Background: an optimization exercise with open tools, aiming at small area, a short achievable clock period and few clock cycles. Do not read the settings as production practice. RTL that was checked went through simulation tests only; none was proved equivalent to the original.

==> trial 27 <==
==> flow/design.v (excerpt) <==
module nmcu #(
    parameter ADDR_WIDTH = 16,
    parameter DATABUS_WIDTH = 32,
    parameter MAX_DESCS = 4,
    parameter MAX_INPUT_DIM=4,
    parameter MAX_KERNEL_DIM=3
) (
    input wire clk,
    input wire rst,
    input wire start,
    output reg done,
    input wire [ADDR_WIDTH-1:0] nmcu_desc,
    input wire [ADDR_WIDTH-1:0] input_addr,
    input wire [ADDR_WIDTH-1:0] output_addr,
    input wire [$clog2(MAX_INPUT_DIM):0] full_input_width,
    input wire [$clog2(MAX_INPUT_DIM):0] full_input_height,
    input wire [$clog2(MAX_INPUT_DIM):0] full_output_width,
    input wire [$clog2(MAX_INPUT_DIM):0] full_output_height,
    output reg mem_w,
    output reg mem_sel,
    output wire [ADDR_WIDTH-1:0] address_bus,
    input wire [DATABUS_WIDTH-1:0] data_bus_in,
    output wire [DATABUS_WIDTH-1:0] data_bus_out,
    input wire ready
);
    localparam [2:0] S_IDLE  = 3'd0,
                     S_DESC  = 3'd1,    
  ...
clock: 16.0 ns
lec_check: 0
abc_area: 1
cap_margin: 20
core_margin: 2
core_utilization: 55
cts_buf_list: sky130_fd_sc_hd__clkbuf_16
cts_cluster_diameter: 80
cts_cluster_size: 20
place_density: 0.65
slew_margin: 20
standard.sh (not shown) runs the stock make flow with config.mk's settings and CLKGATE_MAP_FILE= SYNTH_SCRIPT=/design/flow/synth_recipe.tcl, a recipe that flattens the netlist after the stock synthesis.
==> flow/flow/run.sh <==
#!/bin/bash
# Layout flow: the standard flow, with the port buffers chosen
# explicitly and timing repair aiming for more setup slack.
set -e
export BUFFER_PORTS_ARGS="-buffer_cell sky130_fd_sc_hd__buf_2"
bash standard.sh SETUP_SLACK_MARGIN=11.8 SYNTH_ARGS=-noabc finish > standard.log 2>&1
==> trial 33: changes against trial 27 <==
--- a/flow/design.v
+++ b/flow/design.v
@@ -106,13 +106,12 @@
     reg  [2:0] hh, ww;     
     reg  [1:0] kk;         
     reg  [2:0] fiw;        
     reg  [1:0] r, c, i, j;
     reg  [15:0] address, ptr;
     reg  [31:0] xin;       
-    reg  [31:0] bd;        
     reg  [7:0] bq [0:15][0:3];
     reg  [7:0] rq [0:3];   
     reg  [23:0] s, cy;     
     reg        cb;         
     reg  [5:0] delta_q;
     reg  [7:0] ob;
@@ -128,13 +127,13 @@
     reg  [3:0] lpos;
     reg        xact, xfirst, xhasprev;   
     reg        xcommit, xdone, hasout, take, gt;
     reg  [3:0] xpos, xprev;
     reg        wb_go, wb_full, wasm_done, wr_out, wlast;    
     assign address_bus  = address;
-    assign data_bus_out = bd;
+    assign data_bus_out = xin;
     wire xfer = mem_sel && ready;
     wire rdst = (st == S_DESC) || (st == S_KLOAD) || (st == S_CONV) || (st == S_LOAD);
     reg  proc;
     wire [2:0] hk = hh - {1'b0, kk};
     wire [2:0] wk = ww - {1'b0, kk};
     reg  [1:0] kb, rb, cb_;
@@ -228,29 +227,30 @@
     wire [3:0] lpos_now = lw0 ? ((st == S_KLOAD) ? kpos : {r, c}) : lpos;
     wire [7:0] xbyte = xin[{ph, 3'b000} +: 8];
     wire xs0  = (st == S_DESC) && proc && xin[1:0] == T_MAXP && !l0;
     wire xstep = xs0 || xact;
     wire xfirst_now = xs0 || xfirst;
     wire xhasprev_now = !xs0 && xhasprev;
-    wire [7:0] fbyte = take ? bd[7:0] : rq[0];      
+    wire [7:0] fbyte = take ? xin[7:0] : rq[0];      
     wire [7:0] rn = xfirst_now ? 8'd0 : fbyte;
     wire gt_new;
     maxpool2 #(.DATA_WIDTH(8)) u_max (.first(ph == 2'd0), .gt_in(gt), .acc(rn), .in(hbq), .gt_out(gt_new));
     wire wstart = (st == S_WB) && ph == 2'd0 && !wasm_done && (!wb_full || xfer);
-    wire bshift = (st == S_DESC) || xstep || xcommit || wstart || (st == S_WB && wb_go);
+    wire wb0 = (st == S_DESC) && proc && xin[1:0] == T_NOP && !l0;
+    wire bshift = wb0 || xstep || xcommit || wstart || (st == S_WB && wb_go);
     always @(posedge clk) begin
         proc <= rdst && (xfer || got || pnd) && ph == 2'd3;
         first_q <= (i == 2'd0 && j == 2'd0);
         got <= xfer;
         pnd <= rdst && (got || pnd) && ph != 2'd0;
         delta_q <= delta;
-        if (ready)
+        if (ready && !mem_w)
             xin <= data_bus_in;
-        if (bshift)
-            bd <= (st == S_WB && wb_go && ph == 2'd3 && pend && hbq[7]) ? 32'd0 :
-                  {hbq, bd[31:8]};
+        else if (bshift)
+            xin <= (st == S_WB && wb_go && ph == 2'd3 && pend && hbq[7]) ? 32'd0 :
+                   {hbq, xin[31:8]};
         s  <= mu[31:8];
         cy <= mv[31:8];
         ul <= mu[7:0];
         vl <= mv[7:0];
         cb <= mbyte[8];
         mac_q <= mstep;
Settings changed: ABC_AREA 1 to default, ABC_CLOCK_PERIOD_IN_PS from default to 3500, CTS_CLUSTER_DIAMETER 80 to 60, CTS_CLUSTER_SIZE 20 to 28.
==> results.json <==
{
  "synth_common_cells": "670 x dfxtp_1, 258 x nand2_1, 243 x and2_1",
  "async_flop_share": 0.01368,
  "crit_path_end": "data_bus_out[29]",
  "nWellTaps": 782,
  "wl_met1_mm": 39.37,
  "p_comb_frac": 0.475,
  "status": "complete, no violations",
  "buffers": 247,
  "seq_cell_count": 804,
  "r2r_end": "ul[7]"
}
[end of results for trial 33]
==> results.json <==
{
  "placed_cell_area_um2": 36150,
  "status": "complete, no violations",
  "cts_resized": 9,
  "p_comb_frac": 0.020,
  "via_per_inst": 5.492,
  "drv_cap": 0,
  "crit_chain": "buf_2",
  "wl_met1_mm": 39.00,
  "fillCellCount": 5345,
  "synth_enable_flop_cells": 155,
  "synth_common_cells": "670 x dfxtp_1, 633 x nand2_1, 484 x nor2_1",
  "ctsLongestPathBuffers": 3,
  "crit_path_end": "data_bus_out[12]",
  "die_area_um2": 65060,
  "nWellTaps": 846,
  "r2r_end": "s[11]",
  "async_flop_share": 0.01316,
  "seq_cell_count": 836
}
[end of results for trial 27]
Testbench counts of trial 33, summed over its fixed seeds: cycles 17,188.
The RTL of trial 27 was laid out without a check of its function.

[port drivers added, routing unchanged]
How much do the figures lean on ideal ports? The routed layouts below were timed once more, with nothing changed but the port constraints. Step 1: set_driving_cell puts a clkbuf_16 on clk and a buf_2 on each other input, an assumption about the parent block. Step 2 times the ports against the registers' clock, not the clock port: input delays grow and output delays shrink by t, the midpoint of the rising clock arrivals with the driver on. Slacks: no drivers / after step 1 / after step 2; pairs: no drivers / after step 1.
run | t (ns) | setup slack, ns | pins driven straight from the clock port
trial 27 | 0.698 | 11.562 / 11.496 / 11.286 | 1
trial 33 | 0.695 | 11.437 / 11.372 / 11.272 | 1
After both steps setup and hold are still met in every run listed. The setup slack of trial 27, which loses most, moves by -0.066 ns with the drivers and by -0.276 ns with both steps.
